This is an optimization exercise on Yosys and OpenROAD, whose aim is small area, not a production implementation. Only the layout flow was run in this run; the RTL was not checked for function there. Power and IR drop assume default switching activity.

File: design/flow/flow/run.sh
#!/bin/bash
# Layout flow: the standard ORFS flow (standard.sh), with
#  - the AOI21 gates that synthesis sized to drive strength 2 set back to
#    drive strength 1 (same function; timing repair may upsize them again),
#  - the port buffers made from the smallest buffer cell (buf_1) instead of
#    the default delay buffer, and
#  - clock tree synthesis with smaller clusters of clkbuf_8 and no dummy loads.
# Each tool's full output is in the ORFS logs under orfs/logs/; the make
# output is in synth.log and standard.log.
set -euo pipefail
export BUFFER_PORTS_ARGS="-buffer_cell sky130_fd_sc_hd__buf_1"
export CTS_ARGS="-sink_clustering_enable -repair_clock_nets -dont_use_dummy_load -sink_clustering_size 14 -sink_clustering_max_diameter 80 -buf_list {sky130_fd_sc_hd__clkbuf_4 sky130_fd_sc_hd__clkbuf_8}"
RES=orfs/results/sky130hd/systolic_array/base
bash standard.sh synth > synth.log 2>&1
sed -i 's/sky130_fd_sc_hd__a21oi_2 /sky130_fd_sc_hd__a21oi_1 /' $RES/1_2_yosys.v
rm -f $RES/1_synth.odb $RES/1_synth.sdc
bash standard.sh > standard.log 2>&1
File: design/flow/standard.sh
#!/bin/bash
# synth_recipe.tcl (not shown) runs the flow's synth.tcl, then flattens the netlist and writes it again
# the make line also repeats each setting of config.mk as NAME=value (left out here)
make -C /OpenROAD-flow-scripts/flow DESIGN_CONFIG=/design/flow/config.mk WORK_HOME=/design/flow/orfs CLKGATE_MAP_FILE= SYNTH_SCRIPT=/design/flow/synth_recipe.tcl "${@:-finish}"
File: design/flow/constraint.sdc
create_clock -name core_clock -period 6.5 [get_ports {clk}]
set_input_delay 1.3000 -clock core_clock [delete_from_list [all_inputs] [get_ports {clk}]]
set_output_delay 1.3000 -clock core_clock [all_outputs]
set_load 0.01 [all_outputs]
File: design/flow/design.v
module pe_first (
    input clk,
    input rst,
    input [7:0] a_in,
    input [7:0] b_in,
    output reg [15:0] accum_out
);
  wire na1;
  wire nb3;
  wire na5;
  wire nb7;
  wire na9;
  wire nb11;
  wire na13;
  wire nb15;
  wire na17;
  wire nb19;
  wire na21;
  wire nb23;
  wire na25;
  wire nb27;
  wire pp0_0_29;
  wire pp0_1_31;
  wire pp0_2_33;
  wire pp0_3_35;
  wire pp0_4_37;
  wire pp0_5_39;
  wire pp0_6_41;
  wire pp0_7_43;
  wire pp1_0_45;
  wire pp1_1_47;
  wire pp1_2_49;
  wire pp1_3_51;
  wire pp1_4_53;
  wire pp1_5_55;
  wire pp1_6_57;
  wire pp1_7_59;
  wire pp2_0_61;
  wire pp2_1_63;
  wire pp2_2_65;
  wire pp2_3_67;
  wire pp2_4_69;
  wire pp2_5_71;
  wire pp2_6_73;
  wire pp2_7_75;
  wire pp3_0_77;
  wire pp3_1_79;
  wire pp3_2_81;
  wire pp3_3_83;
  wire pp3_4_85;
  wire pp3_5_87;
  wire pp3_6_89;
  wire pp3_7_91;
  wire pp4_0_93;
  wire pp4_1_95;
  wire pp4_2_97;
  wire pp4_3_99;
  wire pp4_4_101;
  wire pp4_5_103;
  wire pp4_6_105;
  wire pp4_7_107;
  wire pp5_0_109;
  wire pp5_1_111;
  wire pp5_2_113;
  wire pp5_3_115;
  wire pp5_4_117;
  wire pp5_5_119;
  wire pp5_6_121;
  wire pp5_7_123;
  wire pp6_0_125;
  wire pp6_1_127;
  wire pp6_2_129;
  wire pp6_3_131;
  wire pp6_4_133;
  wire pp6_5_135;
  wire pp6_6_137;
  wire pp6_7_139;
  wire pp7_0_141;
  wire pp7_1_143;
  wire pp7_2_145;
  wire pp7_3_147;
  wire pp7_4_149;
  wire pp7_5_151;
  wire pp7_6_153;
  wire pp7_7_155;
  wire s157;
  wire c158;
  wire s160;
  wire c161;
  wire s163;
  wire c164;
  wire s166;
  wire c167;
  wire s169;
  wire c170;
  wire s172;
  wire c173;
  wire s175;
  wire c176;
  wire s178;
  wire c179;
  wire s181;
  wire c182;
  wire s184;
  wire c185;
  wire s187;
  wire c188;
  wire s190;
  wire c191;
  wire s193;
  wire c194;
  wire s196;
  wire c197;
  wire s199;
  wire c200;
  wire s202;
  wire c203;
  wire s205;
  wire c206;
  wire s208;
  wire c209;
  wire s211;
  wire c212;
  wire s214;
  wire c215;
  wire s217;
  wire c218;
  wire s220;
  wire c221;
  wire s223;
  wire c224;
  wire s226;
  wire c227;
  wire s229;
  wire c230;
  wire s232;
  wire c233;
  wire s235;
  wire c236;
  wire s238;
  wire c239;
  wire s241;
  wire c242;
  wire s244;
  wire c245;
  wire s247;
  wire c248;
  wire s250;
  wire c251;
  wire s253;
  wire c254;
  wire s256;
  wire c257;
  wire s259;
  wire c260;
  wire s263;
  wire c264;
  wire s266;
  wire c267;
  wire s269;
  wire c270;
  wire s272;
  wire c273;
  wire s275;
  wire c276;
  wire s278;
  wire c279;
  wire s281;
  wire c282;
  wire s284;
  wire c285;
  wire s287;
  wire c288;
  wire s290;
  wire c291;
  wire s293;
  wire k294;
  wire p295;
  wire g296;
  wire s300;
  wire c301;
  wire s303;
  wire c304;
  wire s306;
  wire c307;
  wire s309;
  wire k310;
  wire pn311;
  wire gn312;
  wire s317;
  wire c318;
  wire s320;
  wire c321;
  wire s323;
  wire k324;
  wire p325;
  wire g326;
  wire s330;
  wire c331;
  wire s333;
  wire k334;
  wire pn335;
  wire gn336;
  wire s341;
  wire k342;
  wire p343;
  wire g344;
  c_inv g2 (.a(a_in[0]), .y(na1));
  c_inv g4 (.a(b_in[0]), .y(nb3));
  c_inv g6 (.a(a_in[1]), .y(na5));
  c_inv g8 (.a(b_in[1]), .y(nb7));
  c_inv g10 (.a(a_in[2]), .y(na9));
  c_inv g12 (.a(b_in[2]), .y(nb11));
  c_inv g14 (.a(a_in[3]), .y(na13));
  c_inv g16 (.a(b_in[3]), .y(nb15));
  c_inv g18 (.a(a_in[4]), .y(na17));
  c_inv g20 (.a(b_in[4]), .y(nb19));
  c_inv g22 (.a(a_in[5]), .y(na21));
  c_inv g24 (.a(b_in[5]), .y(nb23));
  c_inv g26 (.a(a_in[6]), .y(na25));
  c_inv g28 (.a(b_in[6]), .y(nb27));
  c_nor2 g30 (.a(na1), .b(nb3), .y(pp0_0_29));
  c_nor2 g32 (.a(na1), .b(nb7), .y(pp0_1_31));
  c_nor2 g34 (.a(na1), .b(nb11), .y(pp0_2_33));
  c_nor2 g36 (.a(na1), .b(nb15), .y(pp0_3_35));
  c_nor2 g38 (.a(na1), .b(nb19), .y(pp0_4_37));
  c_nor2 g40 (.a(na1), .b(nb23), .y(pp0_5_39));
  c_nor2 g42 (.a(na1), .b(nb27), .y(pp0_6_41));
  c_nand2 g44 (.a(a_in[0]), .b(b_in[7]), .y(pp0_7_43));
  c_nor2 g46 (.a(na5), .b(nb3), .y(pp1_0_45));
  c_nor2 g48 (.a(na5), .b(nb7), .y(pp1_1_47));
  c_nor2 g50 (.a(na5), .b(nb11), .y(pp1_2_49));
  c_nor2 g52 (.a(na5), .b(nb15), .y(pp1_3_51));
  c_nor2 g54 (.a(na5), .b(nb19), .y(pp1_4_53));
  c_nor2 g56 (.a(na5), .b(nb23), .y(pp1_5_55));
  c_nor2 g58 (.a(na5), .b(nb27), .y(pp1_6_57));
  c_nand2 g60 (.a(a_in[1]), .b(b_in[7]), .y(pp1_7_59));
  c_nor2 g62 (.a(na9), .b(nb3), .y(pp2_0_61));
  c_nor2 g64 (.a(na9), .b(nb7), .y(pp2_1_63));
  c_nor2 g66 (.a(na9), .b(nb11), .y(pp2_2_65));
  c_nor2 g68 (.a(na9), .b(nb15), .y(pp2_3_67));
  c_nor2 g70 (.a(na9), .b(nb19), .y(pp2_4_69));
  c_nor2 g72 (.a(na9), .b(nb23), .y(pp2_5_71));
  c_nor2 g74 (.a(na9), .b(nb27), .y(pp2_6_73));
  c_nand2 g76 (.a(a_in[2]), .b(b_in[7]), .y(pp2_7_75));
  c_nor2 g78 (.a(na13), .b(nb3), .y(pp3_0_77));
  c_nor2 g80 (.a(na13), .b(nb7), .y(pp3_1_79));
  c_nor2 g82 (.a(na13), .b(nb11), .y(pp3_2_81));
  c_nor2 g84 (.a(na13), .b(nb15), .y(pp3_3_83));
  c_nor2 g86 (.a(na13), .b(nb19), .y(pp3_4_85));
  c_nor2 g88 (.a(na13), .b(nb23), .y(pp3_5_87));
  c_nor2 g90 (.a(na13), .b(nb27), .y(pp3_6_89));
  c_nand2 g92 (.a(a_in[3]), .b(b_in[7]), .y(pp3_7_91));
  c_nor2 g94 (.a(na17), .b(nb3), .y(pp4_0_93));
  c_nor2 g96 (.a(na17), .b(nb7), .y(pp4_1_95));
  c_nor2 g98 (.a(na17), .b(nb11), .y(pp4_2_97));
  c_nor2 g100 (.a(na17), .b(nb15), .y(pp4_3_99));
  c_nor2 g102 (.a(na17), .b(nb19), .y(pp4_4_101));
  c_nor2 g104 (.a(na17), .b(nb23), .y(pp4_5_103));
  c_nor2 g106 (.a(na17), .b(nb27), .y(pp4_6_105));
  c_nand2 g108 (.a(a_in[4]), .b(b_in[7]), .y(pp4_7_107));
  c_nor2 g110 (.a(na21), .b(nb3), .y(pp5_0_109));
  c_nor2 g112 (.a(na21), .b(nb7), .y(pp5_1_111));
  c_nor2 g114 (.a(na21), .b(nb11), .y(pp5_2_113));
  c_nor2 g116 (.a(na21), .b(nb15), .y(pp5_3_115));
  c_nor2 g118 (.a(na21), .b(nb19), .y(pp5_4_117));
  c_nor2 g120 (.a(na21), .b(nb23), .y(pp5_5_119));
  c_nor2 g122 (.a(na21), .b(nb27), .y(pp5_6_121));
  c_nand2 g124 (.a(a_in[5]), .b(b_in[7]), .y(pp5_7_123));
  c_nor2 g126 (.a(na25), .b(nb3), .y(pp6_0_125));
  c_nor2 g128 (.a(na25), .b(nb7), .y(pp6_1_127));
  c_nor2 g130 (.a(na25), .b(nb11), .y(pp6_2_129));
  c_nor2 g132 (.a(na25), .b(nb15), .y(pp6_3_131));
  c_nor2 g134 (.a(na25), .b(nb19), .y(pp6_4_133));
  c_nor2 g136 (.a(na25), .b(nb23), .y(pp6_5_135));
  c_nor2 g138 (.a(na25), .b(nb27), .y(pp6_6_137));
  c_nand2 g140 (.a(a_in[6]), .b(b_in[7]), .y(pp6_7_139));
  c_nand2 g142 (.a(a_in[7]), .b(b_in[0]), .y(pp7_0_141));
  c_nand2 g144 (.a(a_in[7]), .b(b_in[1]), .y(pp7_1_143));
  c_nand2 g146 (.a(a_in[7]), .b(b_in[2]), .y(pp7_2_145));
  c_nand2 g148 (.a(a_in[7]), .b(b_in[3]), .y(pp7_3_147));
  c_nand2 g150 (.a(a_in[7]), .b(b_in[4]), .y(pp7_4_149));
  c_nand2 g152 (.a(a_in[7]), .b(b_in[5]), .y(pp7_5_151));
  c_nand2 g154 (.a(a_in[7]), .b(b_in[6]), .y(pp7_6_153));
  c_and2 g156 (.a(a_in[7]), .b(b_in[7]), .y(pp7_7_155));
  c_ha g159 (.a(pp0_1_31), .b(pp1_0_45), .s(s157), .c(c158));
  c_fa g162 (.a(pp0_2_33), .b(pp1_1_47), .ci(pp2_0_61), .s(s160), .c(c161));
  c_ha g165 (.a(c158), .b(s160), .s(s163), .c(c164));
  c_fa g168 (.a(pp0_3_35), .b(pp1_2_49), .ci(pp2_1_63), .s(s166), .c(c167));
  c_fa g171 (.a(pp3_0_77), .b(c161), .ci(s166), .s(s169), .c(c170));
  c_ha g174 (.a(c164), .b(s169), .s(s172), .c(c173));
  c_fa g177 (.a(pp0_4_37), .b(pp1_3_51), .ci(pp2_2_65), .s(s175), .c(c176));
  c_fa g180 (.a(pp3_1_79), .b(pp4_0_93), .ci(c167), .s(s178), .c(c179));
  c_fa g183 (.a(s175), .b(c170), .ci(s178), .s(s181), .c(c182));
  c_ha g186 (.a(c173), .b(s181), .s(s184), .c(c185));
  c_fa g189 (.a(pp0_5_39), .b(pp1_4_53), .ci(pp2_3_67), .s(s187), .c(c188));
  c_fa g192 (.a(pp3_2_81), .b(pp4_1_95), .ci(pp5_0_109), .s(s190), .c(c191));
  c_fa g195 (.a(c176), .b(s187), .ci(s190), .s(s193), .c(c194));
  c_fa g198 (.a(c179), .b(s193), .ci(c182), .s(s196), .c(c197));
  c_ha g201 (.a(c185), .b(s196), .s(s199), .c(c200));
  c_fa g204 (.a(pp0_6_41), .b(pp1_5_55), .ci(pp2_4_69), .s(s202), .c(c203));
  c_fa g207 (.a(pp3_3_83), .b(pp4_2_97), .ci(pp5_1_111), .s(s205), .c(c206));
  c_fa g210 (.a(pp6_0_125), .b(c188), .ci(c191), .s(s208), .c(c209));
  c_fa g213 (.a(s202), .b(s205), .ci(c194), .s(s211), .c(c212));
  c_fa g216 (.a(s208), .b(s211), .ci(c197), .s(s214), .c(c215));
  c_ha g219 (.a(c200), .b(s214), .s(s217), .c(c218));
  c_fa g222 (.a(pp0_7_43), .b(pp7_0_141), .ci(pp1_6_57), .s(s220), .c(c221));
  c_fa g225 (.a(pp2_5_71), .b(pp3_4_85), .ci(pp4_3_99), .s(s223), .c(c224));
  c_fa g228 (.a(pp5_2_113), .b(pp6_1_127), .ci(c203), .s(s226), .c(c227));
  c_fa g231 (.a(c206), .b(s220), .ci(s223), .s(s229), .c(c230));
  c_fa g234 (.a(c209), .b(s226), .ci(s229), .s(s232), .c(c233));
  c_fa g237 (.a(c212), .b(s232), .ci(c215), .s(s235), .c(c236));
  c_ha g240 (.a(c218), .b(s235), .s(s238), .c(c239));
  c_fa g243 (.a(pp1_7_59), .b(pp7_1_143), .ci(pp2_6_73), .s(s241), .c(c242));
  c_fa g246 (.a(pp3_5_87), .b(pp4_4_101), .ci(pp5_3_115), .s(s244), .c(c245));
  c_fa g249 (.a(pp6_2_129), .b(c221), .ci(c224), .s(s247), .c(c248));
  c_fa g252 (.a(s241), .b(s244), .ci(c227), .s(s250), .c(c251));
  c_fa g255 (.a(c230), .b(s247), .ci(s250), .s(s253), .c(c254));
  c_fa g258 (.a(c233), .b(s253), .ci(c236), .s(s256), .c(c257));
  c_xnor2 g261 (.a(c239), .b(s256), .y(s259));
  c_or2 g262 (.a(c239), .b(s256), .y(c260));
  c_fa g265 (.a(pp2_7_75), .b(pp7_2_145), .ci(pp3_6_89), .s(s263), .c(c264));
  c_fa g268 (.a(pp4_5_103), .b(pp5_4_117), .ci(pp6_3_131), .s(s266), .c(c267));
  c_fa g271 (.a(c242), .b(c245), .ci(s263), .s(s269), .c(c270));
  c_fa g274 (.a(s266), .b(c248), .ci(s269), .s(s272), .c(c273));
  c_fa g277 (.a(c251), .b(s272), .ci(c254), .s(s275), .c(c276));
  c_fa g280 (.a(s275), .b(c257), .ci(c260), .s(s278), .c(c279));
  c_fa g283 (.a(pp3_7_91), .b(pp7_3_147), .ci(pp4_6_105), .s(s281), .c(c282));
  c_fa g286 (.a(pp5_5_119), .b(pp6_4_133), .ci(c264), .s(s284), .c(c285));
  c_fa g289 (.a(c267), .b(s281), .ci(c270), .s(s287), .c(c288));
  c_fa g292 (.a(s284), .b(c273), .ci(s287), .s(s290), .c(c291));
  c_ha g297 (.a(s290), .b(c276), .s(p295), .c(g296));
  c_xor2 g298 (.a(p295), .b(c279), .y(s293));
  c_a21oi g299 (.a1(p295), .a2(c279), .b1(g296), .y(k294));
  c_fa g302 (.a(pp4_7_107), .b(pp7_4_149), .ci(pp5_6_121), .s(s300), .c(c301));
  c_fa g305 (.a(pp6_5_135), .b(c282), .ci(s300), .s(s303), .c(c304));
  c_fa g308 (.a(c285), .b(s303), .ci(c288), .s(s306), .c(c307));
  c_xnor2 g313 (.a(c291), .b(s306), .y(pn311));
  c_nand2 g314 (.a(c291), .b(s306), .y(gn312));
  c_xor2 g315 (.a(pn311), .b(k294), .y(s309));
  c_o21ai g316 (.a1(pn311), .a2(k294), .b1(gn312), .y(k310));
  c_fa g319 (.a(pp5_7_123), .b(pp7_5_151), .ci(pp6_6_137), .s(s317), .c(c318));
  c_fa g322 (.a(c301), .b(s317), .ci(c304), .s(s320), .c(c321));
  c_ha g327 (.a(s320), .b(c307), .s(p325), .c(g326));
  c_xor2 g328 (.a(p325), .b(k310), .y(s323));
  c_a21oi g329 (.a1(p325), .a2(k310), .b1(g326), .y(k324));
  c_fa g332 (.a(pp6_7_139), .b(pp7_6_153), .ci(c318), .s(s330), .c(c331));
  c_xnor2 g337 (.a(s330), .b(c321), .y(pn335));
  c_nand2 g338 (.a(s330), .b(c321), .y(gn336));
  c_xor2 g339 (.a(pn335), .b(k324), .y(s333));
  c_o21ai g340 (.a1(pn335), .a2(k324), .b1(gn336), .y(k334));
  c_ha g345 (.a(pp7_7_155), .b(c331), .s(p343), .c(g344));
  c_xor2 g346 (.a(p343), .b(k334), .y(s341));
  c_a21oi g347 (.a1(p343), .a2(k334), .b1(g344), .y(k342));
  wire [15:0] sum = {k342, s341, s333, s323, s309, s293, s278, s259, s238, s217, s199, s184, s172, s163, s157, pp0_0_29};
  always @(posedge clk or posedge rst) begin
    if (rst)
      accum_out <= 16'd0;
    else
      accum_out <= sum;
  end
endmodule
module pe_acc (
    input clk,
    input rst,
    input [7:0] a_in,
    input [7:0] b_in,
    input [15:0] accum_in,
    output reg [15:0] accum_out
);
  wire na1;
  wire nb3;
  wire na5;
  wire nb7;
  wire na9;
  wire nb11;
  wire na13;
  wire nb15;
  wire na17;
  wire nb19;
  wire na21;
  wire nb23;
  wire na25;
  wire nb27;
  wire pp0_0_29;
  wire pp0_1_31;
  wire pp0_2_33;
  wire pp0_3_35;
  wire pp0_4_37;
  wire pp0_5_39;
  wire pp0_6_41;
  wire pp0_7_43;
  wire pp1_0_45;
  wire pp1_1_47;
  wire pp1_2_49;
  wire pp1_3_51;
  wire pp1_4_53;
  wire pp1_5_55;
  wire pp1_6_57;
  wire pp1_7_59;
  wire pp2_0_61;
  wire pp2_1_63;
  wire pp2_2_65;
  wire pp2_3_67;
  wire pp2_4_69;
  wire pp2_5_71;
  wire pp2_6_73;
  wire pp2_7_75;
  wire pp3_0_77;
  wire pp3_1_79;
  wire pp3_2_81;
  wire pp3_3_83;
  wire pp3_4_85;
  wire pp3_5_87;
  wire pp3_6_89;
  wire pp3_7_91;
  wire pp4_0_93;
  wire pp4_1_95;
  wire pp4_2_97;
  wire pp4_3_99;
  wire pp4_4_101;
  wire pp4_5_103;
  wire pp4_6_105;
  wire pp4_7_107;
  wire pp5_0_109;
  wire pp5_1_111;
  wire pp5_2_113;
  wire pp5_3_115;
  wire pp5_4_117;
  wire pp5_5_119;
  wire pp5_6_121;
  wire pp5_7_123;
  wire pp6_0_125;
  wire pp6_1_127;
  wire pp6_2_129;
  wire pp6_3_131;
  wire pp6_4_133;
  wire pp6_5_135;
  wire pp6_6_137;
  wire pp6_7_139;
  wire pp7_0_141;
  wire pp7_1_143;
  wire pp7_2_145;
  wire pp7_3_147;
  wire pp7_4_149;
  wire pp7_5_151;
  wire pp7_6_153;
  wire pp7_7_155;
  wire s157;
  wire c158;
  wire s160;
  wire c161;
  wire s163;
  wire c164;
  wire s166;
  wire c167;
  wire s169;
  wire c170;
  wire s172;
  wire c173;
  wire s175;
  wire c176;
  wire s178;
  wire c179;
  wire s181;
  wire c182;
  wire s184;
  wire c185;
  wire s187;
  wire c188;
  wire s190;
  wire c191;
  wire s193;
  wire c194;
  wire s196;
  wire c197;
  wire s199;
  wire c200;
  wire s202;
  wire c203;
  wire s205;
  wire c206;
  wire s208;
  wire c209;
  wire s211;
  wire c212;
  wire s214;
  wire c215;
  wire s217;
  wire c218;
  wire s220;
  wire c221;
  wire s223;
  wire c224;
  wire s226;
  wire c227;
  wire s229;
  wire c230;
  wire s232;
  wire c233;
  wire s235;
  wire c236;
  wire s238;
  wire c239;
  wire s241;
  wire c242;
  wire s244;
  wire c245;
  wire s247;
  wire c248;
  wire s250;
  wire c251;
  wire s253;
  wire c254;
  wire s256;
  wire c257;
  wire s259;
  wire c260;
  wire s262;
  wire k263;
  wire s266;
  wire c267;
  wire s269;
  wire c270;
  wire s272;
  wire c273;
  wire s275;
  wire c276;
  wire s278;
  wire c279;
  wire s281;
  wire c282;
  wire s284;
  wire c285;
  wire s288;
  wire k289;
  wire pn290;
  wire gn291;
  wire s296;
  wire c297;
  wire s299;
  wire c300;
  wire s302;
  wire c303;
  wire s305;
  wire c306;
  wire s308;
  wire c309;
  wire s311;
  wire c312;
  wire s314;
  wire k315;
  wire p316;
  wire g317;
  wire s321;
  wire c322;
  wire s324;
  wire c325;
  wire s327;
  wire c328;
  wire s330;
  wire c331;
  wire s333;
  wire c334;
  wire s336;
  wire k337;
  wire pn338;
  wire gn339;
  wire s344;
  wire c345;
  wire s347;
  wire c348;
  wire s350;
  wire c351;
  wire s353;
  wire c354;
  wire s356;
  wire k357;
  wire p358;
  wire g359;
  wire s363;
  wire c364;
  wire s366;
  wire c367;
  wire s369;
  wire c370;
  wire s372;
  wire k373;
  wire pn374;
  wire gn375;
  wire s380;
  wire c381;
  wire s383;
  wire c384;
  wire s386;
  wire k387;
  wire p388;
  wire g389;
  wire s393;
  wire c394;
  wire s396;
  wire k397;
  wire pn398;
  wire gn399;
  wire x404;
  wire x406;
  c_inv g2 (.a(a_in[0]), .y(na1));
  c_inv g4 (.a(b_in[0]), .y(nb3));
  c_inv g6 (.a(a_in[1]), .y(na5));
  c_inv g8 (.a(b_in[1]), .y(nb7));
  c_inv g10 (.a(a_in[2]), .y(na9));
  c_inv g12 (.a(b_in[2]), .y(nb11));
  c_inv g14 (.a(a_in[3]), .y(na13));
  c_inv g16 (.a(b_in[3]), .y(nb15));
  c_inv g18 (.a(a_in[4]), .y(na17));
  c_inv g20 (.a(b_in[4]), .y(nb19));
  c_inv g22 (.a(a_in[5]), .y(na21));
  c_inv g24 (.a(b_in[5]), .y(nb23));
  c_inv g26 (.a(a_in[6]), .y(na25));
  c_inv g28 (.a(b_in[6]), .y(nb27));
  c_nor2 g30 (.a(na1), .b(nb3), .y(pp0_0_29));
  c_nor2 g32 (.a(na1), .b(nb7), .y(pp0_1_31));
  c_nor2 g34 (.a(na1), .b(nb11), .y(pp0_2_33));
  c_nor2 g36 (.a(na1), .b(nb15), .y(pp0_3_35));
  c_nor2 g38 (.a(na1), .b(nb19), .y(pp0_4_37));
  c_nor2 g40 (.a(na1), .b(nb23), .y(pp0_5_39));
  c_nor2 g42 (.a(na1), .b(nb27), .y(pp0_6_41));
  c_nand2 g44 (.a(a_in[0]), .b(b_in[7]), .y(pp0_7_43));
  c_nor2 g46 (.a(na5), .b(nb3), .y(pp1_0_45));
  c_nor2 g48 (.a(na5), .b(nb7), .y(pp1_1_47));
  c_nor2 g50 (.a(na5), .b(nb11), .y(pp1_2_49));
  c_nor2 g52 (.a(na5), .b(nb15), .y(pp1_3_51));
  c_nor2 g54 (.a(na5), .b(nb19), .y(pp1_4_53));
  c_nor2 g56 (.a(na5), .b(nb23), .y(pp1_5_55));
  c_nor2 g58 (.a(na5), .b(nb27), .y(pp1_6_57));
  c_nand2 g60 (.a(a_in[1]), .b(b_in[7]), .y(pp1_7_59));
  c_nor2 g62 (.a(na9), .b(nb3), .y(pp2_0_61));
  c_nor2 g64 (.a(na9), .b(nb7), .y(pp2_1_63));
  c_nor2 g66 (.a(na9), .b(nb11), .y(pp2_2_65));
  c_nor2 g68 (.a(na9), .b(nb15), .y(pp2_3_67));
  c_nor2 g70 (.a(na9), .b(nb19), .y(pp2_4_69));
  c_nor2 g72 (.a(na9), .b(nb23), .y(pp2_5_71));
  c_nor2 g74 (.a(na9), .b(nb27), .y(pp2_6_73));
  c_nand2 g76 (.a(a_in[2]), .b(b_in[7]), .y(pp2_7_75));
  c_nor2 g78 (.a(na13), .b(nb3), .y(pp3_0_77));
  c_nor2 g80 (.a(na13), .b(nb7), .y(pp3_1_79));
  c_nor2 g82 (.a(na13), .b(nb11), .y(pp3_2_81));
  c_nor2 g84 (.a(na13), .b(nb15), .y(pp3_3_83));
  c_nor2 g86 (.a(na13), .b(nb19), .y(pp3_4_85));
  c_nor2 g88 (.a(na13), .b(nb23), .y(pp3_5_87));
  c_nor2 g90 (.a(na13), .b(nb27), .y(pp3_6_89));
  c_nand2 g92 (.a(a_in[3]), .b(b_in[7]), .y(pp3_7_91));
  c_nor2 g94 (.a(na17), .b(nb3), .y(pp4_0_93));
  c_nor2 g96 (.a(na17), .b(nb7), .y(pp4_1_95));
  c_nor2 g98 (.a(na17), .b(nb11), .y(pp4_2_97));
  c_nor2 g100 (.a(na17), .b(nb15), .y(pp4_3_99));
  c_nor2 g102 (.a(na17), .b(nb19), .y(pp4_4_101));
  c_nor2 g104 (.a(na17), .b(nb23), .y(pp4_5_103));
  c_nor2 g106 (.a(na17), .b(nb27), .y(pp4_6_105));
  c_nand2 g108 (.a(a_in[4]), .b(b_in[7]), .y(pp4_7_107));
  c_nor2 g110 (.a(na21), .b(nb3), .y(pp5_0_109));
  c_nor2 g112 (.a(na21), .b(nb7), .y(pp5_1_111));
  c_nor2 g114 (.a(na21), .b(nb11), .y(pp5_2_113));
  c_nor2 g116 (.a(na21), .b(nb15), .y(pp5_3_115));
  c_nor2 g118 (.a(na21), .b(nb19), .y(pp5_4_117));
  c_nor2 g120 (.a(na21), .b(nb23), .y(pp5_5_119));
  c_nor2 g122 (.a(na21), .b(nb27), .y(pp5_6_121));
  c_nand2 g124 (.a(a_in[5]), .b(b_in[7]), .y(pp5_7_123));
  c_nor2 g126 (.a(na25), .b(nb3), .y(pp6_0_125));
  c_nor2 g128 (.a(na25), .b(nb7), .y(pp6_1_127));
  c_nor2 g130 (.a(na25), .b(nb11), .y(pp6_2_129));
  c_nor2 g132 (.a(na25), .b(nb15), .y(pp6_3_131));
  c_nor2 g134 (.a(na25), .b(nb19), .y(pp6_4_133));
  c_nor2 g136 (.a(na25), .b(nb23), .y(pp6_5_135));
  c_nor2 g138 (.a(na25), .b(nb27), .y(pp6_6_137));
  c_nand2 g140 (.a(a_in[6]), .b(b_in[7]), .y(pp6_7_139));
  c_nand2 g142 (.a(a_in[7]), .b(b_in[0]), .y(pp7_0_141));
  c_nand2 g144 (.a(a_in[7]), .b(b_in[1]), .y(pp7_1_143));
  c_nand2 g146 (.a(a_in[7]), .b(b_in[2]), .y(pp7_2_145));
  c_nand2 g148 (.a(a_in[7]), .b(b_in[3]), .y(pp7_3_147));
  c_nand2 g150 (.a(a_in[7]), .b(b_in[4]), .y(pp7_4_149));
  c_nand2 g152 (.a(a_in[7]), .b(b_in[5]), .y(pp7_5_151));
  c_nand2 g154 (.a(a_in[7]), .b(b_in[6]), .y(pp7_6_153));
  c_and2 g156 (.a(a_in[7]), .b(b_in[7]), .y(pp7_7_155));
  c_ha g159 (.a(accum_in[0]), .b(pp0_0_29), .s(s157), .c(c158));
  c_fa g162 (.a(accum_in[1]), .b(pp0_1_31), .ci(pp1_0_45), .s(s160), .c(c161));
  c_ha g165 (.a(c158), .b(s160), .s(s163), .c(c164));
  c_fa g168 (.a(accum_in[2]), .b(pp0_2_33), .ci(pp1_1_47), .s(s166), .c(c167));
  c_fa g171 (.a(pp2_0_61), .b(c161), .ci(s166), .s(s169), .c(c170));
  c_ha g174 (.a(c164), .b(s169), .s(s172), .c(c173));
  c_fa g177 (.a(accum_in[3]), .b(pp0_3_35), .ci(pp1_2_49), .s(s175), .c(c176));
  c_fa g180 (.a(pp2_1_63), .b(pp3_0_77), .ci(c167), .s(s178), .c(c179));
  c_fa g183 (.a(s175), .b(c170), .ci(s178), .s(s181), .c(c182));
  c_ha g186 (.a(c173), .b(s181), .s(s184), .c(c185));
  c_fa g189 (.a(accum_in[4]), .b(pp0_4_37), .ci(pp1_3_51), .s(s187), .c(c188));
  c_fa g192 (.a(pp2_2_65), .b(pp3_1_79), .ci(pp4_0_93), .s(s190), .c(c191));
  c_fa g195 (.a(c176), .b(s187), .ci(s190), .s(s193), .c(c194));
  c_fa g198 (.a(c179), .b(s193), .ci(c182), .s(s196), .c(c197));
  c_ha g201 (.a(c185), .b(s196), .s(s199), .c(c200));
  c_fa g204 (.a(accum_in[5]), .b(pp0_5_39), .ci(pp1_4_53), .s(s202), .c(c203));
  c_fa g207 (.a(pp2_3_67), .b(pp3_2_81), .ci(pp4_1_95), .s(s205), .c(c206));
  c_fa g210 (.a(pp5_0_109), .b(c188), .ci(c191), .s(s208), .c(c209));
  c_fa g213 (.a(s202), .b(s205), .ci(c194), .s(s211), .c(c212));
  c_fa g216 (.a(s208), .b(s211), .ci(c197), .s(s214), .c(c215));
  c_ha g219 (.a(c200), .b(s214), .s(s217), .c(c218));
  c_fa g222 (.a(accum_in[6]), .b(pp0_6_41), .ci(pp1_5_55), .s(s220), .c(c221));
  c_fa g225 (.a(pp2_4_69), .b(pp3_3_83), .ci(pp4_2_97), .s(s223), .c(c224));
  c_fa g228 (.a(pp5_1_111), .b(pp6_0_125), .ci(c203), .s(s226), .c(c227));
  c_fa g231 (.a(c206), .b(s220), .ci(s223), .s(s229), .c(c230));
  c_fa g234 (.a(c209), .b(s226), .ci(s229), .s(s232), .c(c233));
  c_fa g237 (.a(c212), .b(s232), .ci(c215), .s(s235), .c(c236));
  c_ha g240 (.a(c218), .b(s235), .s(s238), .c(c239));
  c_fa g243 (.a(accum_in[7]), .b(pp0_7_43), .ci(pp7_0_141), .s(s241), .c(c242));
  c_fa g246 (.a(pp1_6_57), .b(pp2_5_71), .ci(pp3_4_85), .s(s244), .c(c245));
  c_fa g249 (.a(pp4_3_99), .b(pp5_2_113), .ci(pp6_1_127), .s(s247), .c(c248));
  c_fa g252 (.a(s241), .b(c221), .ci(c224), .s(s250), .c(c251));
  c_fa g255 (.a(s244), .b(s247), .ci(c227), .s(s253), .c(c254));
  c_fa g258 (.a(c230), .b(s250), .ci(s253), .s(s256), .c(c257));
  c_fa g261 (.a(c233), .b(s256), .ci(c236), .s(s259), .c(c260));
  c_xor2 g264 (.a(s259), .b(c239), .y(s262));
  c_nand2 g265 (.a(s259), .b(c239), .y(k263));
  c_fa g268 (.a(accum_in[8]), .b(pp1_7_59), .ci(pp7_1_143), .s(s266), .c(c267));
  c_fa g271 (.a(pp2_6_73), .b(pp3_5_87), .ci(pp4_4_101), .s(s269), .c(c270));
  c_fa g274 (.a(pp5_3_115), .b(pp6_2_129), .ci(c242), .s(s272), .c(c273));
  c_fa g277 (.a(s266), .b(c245), .ci(c248), .s(s275), .c(c276));
  c_fa g280 (.a(s269), .b(s272), .ci(c251), .s(s278), .c(c279));
  c_fa g283 (.a(s275), .b(c254), .ci(s278), .s(s281), .c(c282));
  c_xnor2 g286 (.a(c257), .b(s281), .y(s284));
  c_or2 g287 (.a(c257), .b(s281), .y(c285));
  c_xnor2 g292 (.a(s284), .b(c260), .y(pn290));
  c_nand2 g293 (.a(s284), .b(c260), .y(gn291));
  c_xor2 g294 (.a(pn290), .b(k263), .y(s288));
  c_o21ai g295 (.a1(pn290), .a2(k263), .b1(gn291), .y(k289));
  c_fa g298 (.a(accum_in[9]), .b(pp2_7_75), .ci(pp7_2_145), .s(s296), .c(c297));
  c_fa g301 (.a(pp3_6_89), .b(pp4_5_103), .ci(pp5_4_117), .s(s299), .c(c300));
  c_fa g304 (.a(pp6_3_131), .b(c267), .ci(s296), .s(s302), .c(c303));
  c_fa g307 (.a(c270), .b(s299), .ci(c273), .s(s305), .c(c306));
  c_fa g310 (.a(c276), .b(s302), .ci(s305), .s(s308), .c(c309));
  c_fa g313 (.a(c279), .b(s308), .ci(c282), .s(s311), .c(c312));
  c_ha g318 (.a(c285), .b(s311), .s(p316), .c(g317));
  c_xor2 g319 (.a(p316), .b(k289), .y(s314));
  c_a21oi g320 (.a1(p316), .a2(k289), .b1(g317), .y(k315));
  c_fa g323 (.a(accum_in[10]), .b(pp3_7_91), .ci(pp7_3_147), .s(s321), .c(c322));
  c_fa g326 (.a(pp4_6_105), .b(pp5_5_119), .ci(pp6_4_133), .s(s324), .c(c325));
  c_fa g329 (.a(c297), .b(s321), .ci(c300), .s(s327), .c(c328));
  c_fa g332 (.a(s324), .b(c303), .ci(s327), .s(s330), .c(c331));
  c_fa g335 (.a(c306), .b(s330), .ci(c309), .s(s333), .c(c334));
  c_xnor2 g340 (.a(s333), .b(c312), .y(pn338));
  c_nand2 g341 (.a(s333), .b(c312), .y(gn339));
  c_xor2 g342 (.a(pn338), .b(k315), .y(s336));
  c_o21ai g343 (.a1(pn338), .a2(k315), .b1(gn339), .y(k337));
  c_fa g346 (.a(accum_in[11]), .b(pp4_7_107), .ci(pp7_4_149), .s(s344), .c(c345));
  c_fa g349 (.a(pp5_6_121), .b(pp6_5_135), .ci(c322), .s(s347), .c(c348));
  c_fa g352 (.a(s344), .b(c325), .ci(s347), .s(s350), .c(c351));
  c_fa g355 (.a(c328), .b(s350), .ci(c331), .s(s353), .c(c354));
  c_ha g360 (.a(s353), .b(c334), .s(p358), .c(g359));
  c_xor2 g361 (.a(p358), .b(k337), .y(s356));
  c_a21oi g362 (.a1(p358), .a2(k337), .b1(g359), .y(k357));
  c_fa g365 (.a(accum_in[12]), .b(pp5_7_123), .ci(pp7_5_151), .s(s363), .c(c364));
  c_fa g368 (.a(pp6_6_137), .b(c345), .ci(s363), .s(s366), .c(c367));
  c_fa g371 (.a(c348), .b(s366), .ci(c351), .s(s369), .c(c370));
  c_xnor2 g376 (.a(s369), .b(c354), .y(pn374));
  c_nand2 g377 (.a(s369), .b(c354), .y(gn375));
  c_xor2 g378 (.a(pn374), .b(k357), .y(s372));
  c_o21ai g379 (.a1(pn374), .a2(k357), .b1(gn375), .y(k373));
  c_fa g382 (.a(accum_in[13]), .b(pp6_7_139), .ci(pp7_6_153), .s(s380), .c(c381));
  c_fa g385 (.a(c364), .b(s380), .ci(c367), .s(s383), .c(c384));
  c_ha g390 (.a(s383), .b(c370), .s(p388), .c(g389));
  c_xor2 g391 (.a(p388), .b(k373), .y(s386));
  c_a21oi g392 (.a1(p388), .a2(k373), .b1(g389), .y(k387));
  c_fa g395 (.a(accum_in[14]), .b(pp7_7_155), .ci(c381), .s(s393), .c(c394));
  c_xnor2 g400 (.a(s393), .b(c384), .y(pn398));
  c_nand2 g401 (.a(s393), .b(c384), .y(gn399));
  c_xor2 g402 (.a(pn398), .b(k387), .y(s396));
  c_o21ai g403 (.a1(pn398), .a2(k387), .b1(gn399), .y(k397));
  c_xnor2 g405 (.a(accum_in[15]), .b(c394), .y(x404));
  c_xor2 g407 (.a(x404), .b(k397), .y(x406));
  wire [15:0] sum = {x406, s396, s386, s372, s356, s336, s314, s288, s262, s238, s217, s199, s184, s172, s163, s157};
  always @(posedge clk or posedge rst) begin
    if (rst)
      accum_out <= 16'd0;
    else
      accum_out <= sum;
  end
endmodule
module c_inv (input a, output y);
  assign y = ~a;
endmodule
module c_and2 (input a, input b, output y);
  assign y = a & b;
endmodule
module c_nand2 (input a, input b, output y);
  assign y = ~(a & b);
endmodule
module c_nor2 (input a, input b, output y);
  assign y = ~(a | b);
endmodule
module c_or2 (input a, input b, output y);
  assign y = a | b;
endmodule
module c_xor2 (input a, input b, output y);
  assign y = a ^ b;
endmodule
module c_xnor2 (input a, input b, output y);
  assign y = ~(a ^ b);
endmodule
module c_a21oi (input a1, input a2, input b1, output y);
  assign y = ~((a1 & a2) | b1);
endmodule
module c_o21ai (input a1, input a2, input b1, output y);
  assign y = ~((a1 | a2) & b1);
endmodule
module c_ha (input a, input b, output s, output c);
  assign s = a ^ b;
  assign c = a & b;
endmodule
module c_fa (input a, input b, input ci, output s, output c);
  assign s = a ^ b ^ ci;
  assign c = (a & b) | (a & ci) | (b & ci);
endmodule
module systolic_array #(parameter DATA_WIDTH = 8, SIZE = 4) (
    input clk,
    input rst,
    input [DATA_WIDTH*SIZE*SIZE-1:0] a_in,
    input [DATA_WIDTH*SIZE*SIZE-1:0] b_in,
    output [2*DATA_WIDTH*SIZE*SIZE-1:0] result
);
wire [2*DATA_WIDTH-1:0] accum [0:SIZE-1][0:SIZE-1];
generate
    genvar i, j;
    for (i = 0; i < SIZE; i = i + 1) begin : row
        for (j = 0; j < SIZE; j = j + 1) begin : col
            if (i == 0) begin : first
                pe_first pe (
                    .clk(clk), .rst(rst),
                    .a_in(a_in[(i * SIZE + j) * DATA_WIDTH +: DATA_WIDTH]),
                    .b_in(b_in[(i * SIZE + j) * DATA_WIDTH +: DATA_WIDTH]),
                    .accum_out(accum[i][j])
                );
            end else begin : rest
                pe_acc pe (
                    .clk(clk), .rst(rst),
                    .a_in(a_in[(i * SIZE + j) * DATA_WIDTH +: DATA_WIDTH]),
                    .b_in(b_in[(i * SIZE + j) * DATA_WIDTH +: DATA_WIDTH]),
                    .accum_in(accum[i-1][j]),
                    .accum_out(accum[i][j])
                );
            end
            assign result[(i * SIZE + j) * 2 * DATA_WIDTH +: 2 * DATA_WIDTH] = accum[i][j];
        end
    end
endgenerate
endmodule
File: design/flow/config.mk
export PLATFORM = sky130hd
export DESIGN_NAME = systolic_array
export DESIGN_NICKNAME = systolic_array
export VERILOG_FILES = /design/flow/design.v
export SDC_FILE = /design/flow/constraint.sdc
export NUM_CORES = 4
export LEC_CHECK = 0
export CAP_MARGIN = 20
export CORE_MARGIN = 2
export CORE_UTILIZATION = 40
export GPL_TIMING_DRIVEN = 0
export SLEW_MARGIN = 20
export SYNTH_HIERARCHICAL = 1
==> run summary <==
==> metal layers <==
layer	share of wire [%]	wire (um)	global-route usage (%)	vias to the layer above
met5	0.15	129	0	-
met3	6.1	5280	3.76	142
li1	-	-	-	9880
met4	2.9	2530	6.44	22
met2	47	40300	32.9	672
met1	44	37800	28.9	11600
==> sequential cells by signal, indices dropped and copies added, names as in the netlist <==
name and count:
row.col.first.pe.accum_out 64, row.col.rest.pe.accum_out 192
==> area by class of cell <==
type	instances	area (sq um)
antenna	6	15.0
clock buffer	29	399
fill	7650	44300
inverter	240	901
multi-input combinational	2416	25300
sequential	256	6410
tap	1060	1330
timing repair buffer	514	1950
==> synthesized netlist by cell type <==
cell type	n
and2_1	16
dfrtp_1	256
or2_1	16
nor2_1	784
xnor2_1	84
nand2_1	292
fa_1	832
ha_1	160
a21oi_2	48
o21ai_1	56
inv_1	240
xor2_1	128
==> modules after synthesis, one instance, submodules excluded, excerpt <==
module    cells  cell area, sq um
c_or2         1              6.26
c_nand2       1              3.75
c_xnor2       1              8.76
c_xor2        1              8.76
pe_first     17               404
c_fa          1              20.0
c_a21oi       1              8.76
==> path summary, 6_finish.rpt <==
path,cells after the start,start,endpoint,slack (ns)
setup / recovery,19,b_in[73],row[2].col[1].rest.pe.accum_out[15],0.57
hold / removal,1,row[0].col[1].first.pe.accum_out[0],row[1].col[1].rest.pe.accum_out[0],0.52
setup reg to reg,16,row[2].col[2].rest.pe.accum_out[2],row[3].col[2].rest.pe.accum_out[15],1.19
hold reg to reg,1,row[0].col[1].first.pe.accum_out[0],row[1].col[1].rest.pe.accum_out[0],0.52
max in group asynchronous,3,rst,row[3].col[2].rest.pe.accum_out[5],4.90
min in group asynchronous,2,rst,row[0].col[2].first.pe.accum_out[3],0.89
==> cell usage in the layout, fill, tap and decap left out <==
cell        n
a21oi_1    48
and2_1     16
buf_1     512
buf_16      1
buf_2       1
clkbuf_8   29
dfrtp_1   256
diode_2     6
fa_1      832
ha_1      160
inv_1     240
nand2_1   292
nor2_1    784
o21ai_1    56
or2_1      16
xnor2_1    84
xor2_1    128
==> critical path: cells and delay by family <==
kind / cells / cell delay (ns)
AO/OA/AOI/OAI: 7 / 1.27
XOR/XNOR: 2 / 0.53
adder cells (fa/ha/maj): 7 / 2.85
buffers and inverters: 2 / 0.32
AND/OR/NAND/NOR: 1 / 0.16
==> where the power goes <==
part           switching, mW  internal, mW
sequential             0.753          2.81
clock                  0.567         0.391
combinational           9.06          7.21
==> cell families after synthesis <==
logic type	Yosys count	synth area share [%]
and+or+nand+nor	1108	12.9
adders and majority gates	992	57.0
DFF	256	19.6
buffers and inverters	240	2.75
xor gates and xnor gates	212	5.67
AOI/OAI and AO/OA	104	2.14
==> stage by stage <==
stage                     hold WS [ns]  util (%)  instance area (sq um)  total power [mW]
after floorplan                  0.545         -                  32600              15.7
after global placement           0.510      44.5                  35800              19.8
after detailed placement         0.523      44.5                  35900              20.2
after CTS                        0.511      45.0                  36300              21.3
after global routing             0.523      45.0                  36300              23.5
final                            0.516      45.0                  36300              20.8
==> results.toml <==
[synthesis]
syn_area_sq_um = 32600
yosys_area_sq_um = 32800
synth_top_area_cell = "fa_1"
ys_ff_latch = 256
synth_top_area_share_pct = 50.8
synth.avg_cell_area_sq_um = 11.2
synth_nets = 4162
synth_area_leaders = "fa_1 (51%), dfrtp_1 (20%), nor2_1 (9.0%)"
ys_types = 12
ys_seq_area_share_pct = 19.6
yosys_warnings = 9
syn_inst = 2912

[timing]
final-max-slew-violation-count = 0
skew_ns = 0.0750
worstMarginPinSlew_ns = 0.741
max_freq_ghz = 0.169
period_share_pct = 91.2
fin_ws_ns = 0.569
hold_viol = 0
rsz0062_at_grt = "false"
setup-violations-final = 0
final.setup.tns_ns = 0
relSlewSlack_pct = 50.5
fin_crit_ns = 5.93

[detailed_routing]
drtIter0Drc = 1222
viasPerCell = 4.93
antenna_left = 0
wire_per_inst_um = 19.0
drc = 0
vias = 22300
first_pass_iters = 5
wl_mm = 86.0

[critical_path]
end_kind = "flop"
cp_max_fo = 7
cp.arrival_ns = 6.44
slowest_stage = "fa_1"
start_kind = "input pin"
worstSetupPathType = "input pin to flop"
cpPeakStageDelay_ns = 0.44
worst_ep_required_time_ns = 7.01
worst_path_most_repeated_cell = "fa_1"
crit_chain = "buf_1 > inv_1 > nor2_1 > fa_1 > fa_1 > fa_1 > fa_1 > fa_1 > fa_1 > fa_1 > xnor2_1 > o21ai_1 > a21oi_1 > o21ai_1 > a21oi_1 > o21ai_1 > a21oi_1 > o21ai_1 > xor2_1"

[final_layout]
area_delta_synth_final_pct = 11.3
drive_gt1_share_pct = 0.897
nNetsFinal = 4707
finalNonFillerCells = 4521

[cts]
cts_sinks = 256
clk-insertion-delay-late_ns = 0.67
numCtsBuffers = 29
cts_hold_buf = 0
cts_tree = "done"
path_clk_slew_ns = 0.07
htree_levels = 1
root_buffer = "clkbuf_8"
cts_resized = 0
cts_setup_buffers = 0
ctsLongestPathBuffers = 3

[floorplan]
dieArea_sq_um = 83800
die_y_um = 289
num_rows = 104
start_util_pct = 40.4
die_x_um = 289
io_pins = 514
core_area_sq_um = 80500

[power_and_ir_drop]
vdd_ir_drop_max_mv = 0.296
p_per_area_nw_per_um2 = 573
p_leak_nw = 16.4

[grt]
grt-ovfl-total = 0
grt_usage_pct = 20.7
grt_pass1_wl_mm = 135
grt_max_degree = 17
antenna_found_initial = 18
grt_pass1_vias = 24400

[worst_hold_path]
hold_path_class = "flop to flop"

[placed_design]
dp_slack_ns = -0.168
place_hpwl_mm = 76.1
port_buffers = 513
place_inst = 4486
gp_congestion = 0.907

[status]
status = "finished clean"

[flow_run]
drv_cap = 0

-- re-timing with driven ports --
How much do the figures lean on ideal ports? The routed layout below was timed once more, with nothing changed but the port constraints.
Step 1 sets driving cells, clkbuf_16 on the clock port and buf_2 on the other inputs (assumed; they add their load-dependent delay and slew).
Step 2 adds t to the input delays and takes it off the output delays; t is the mean of the earliest and latest rising clock arrival at the registers after step 1. Input paths then give back, and output paths get back, about the clock's delay inside the block.
Three values: no drivers, after step 1, after step 2; two values: the first two.
t, ns: 0.677
slack for setup (ns): 0.569 / 0.539 / -0.138
worst setup path after step 2: input to register
cell pins on the clock port's net: 1
With both steps, setup timing fails in this run, where it was met with ideal ports. For this run, drivers alone change the setup slack by -0.030 ns; drivers and shift together by -0.707 ns.
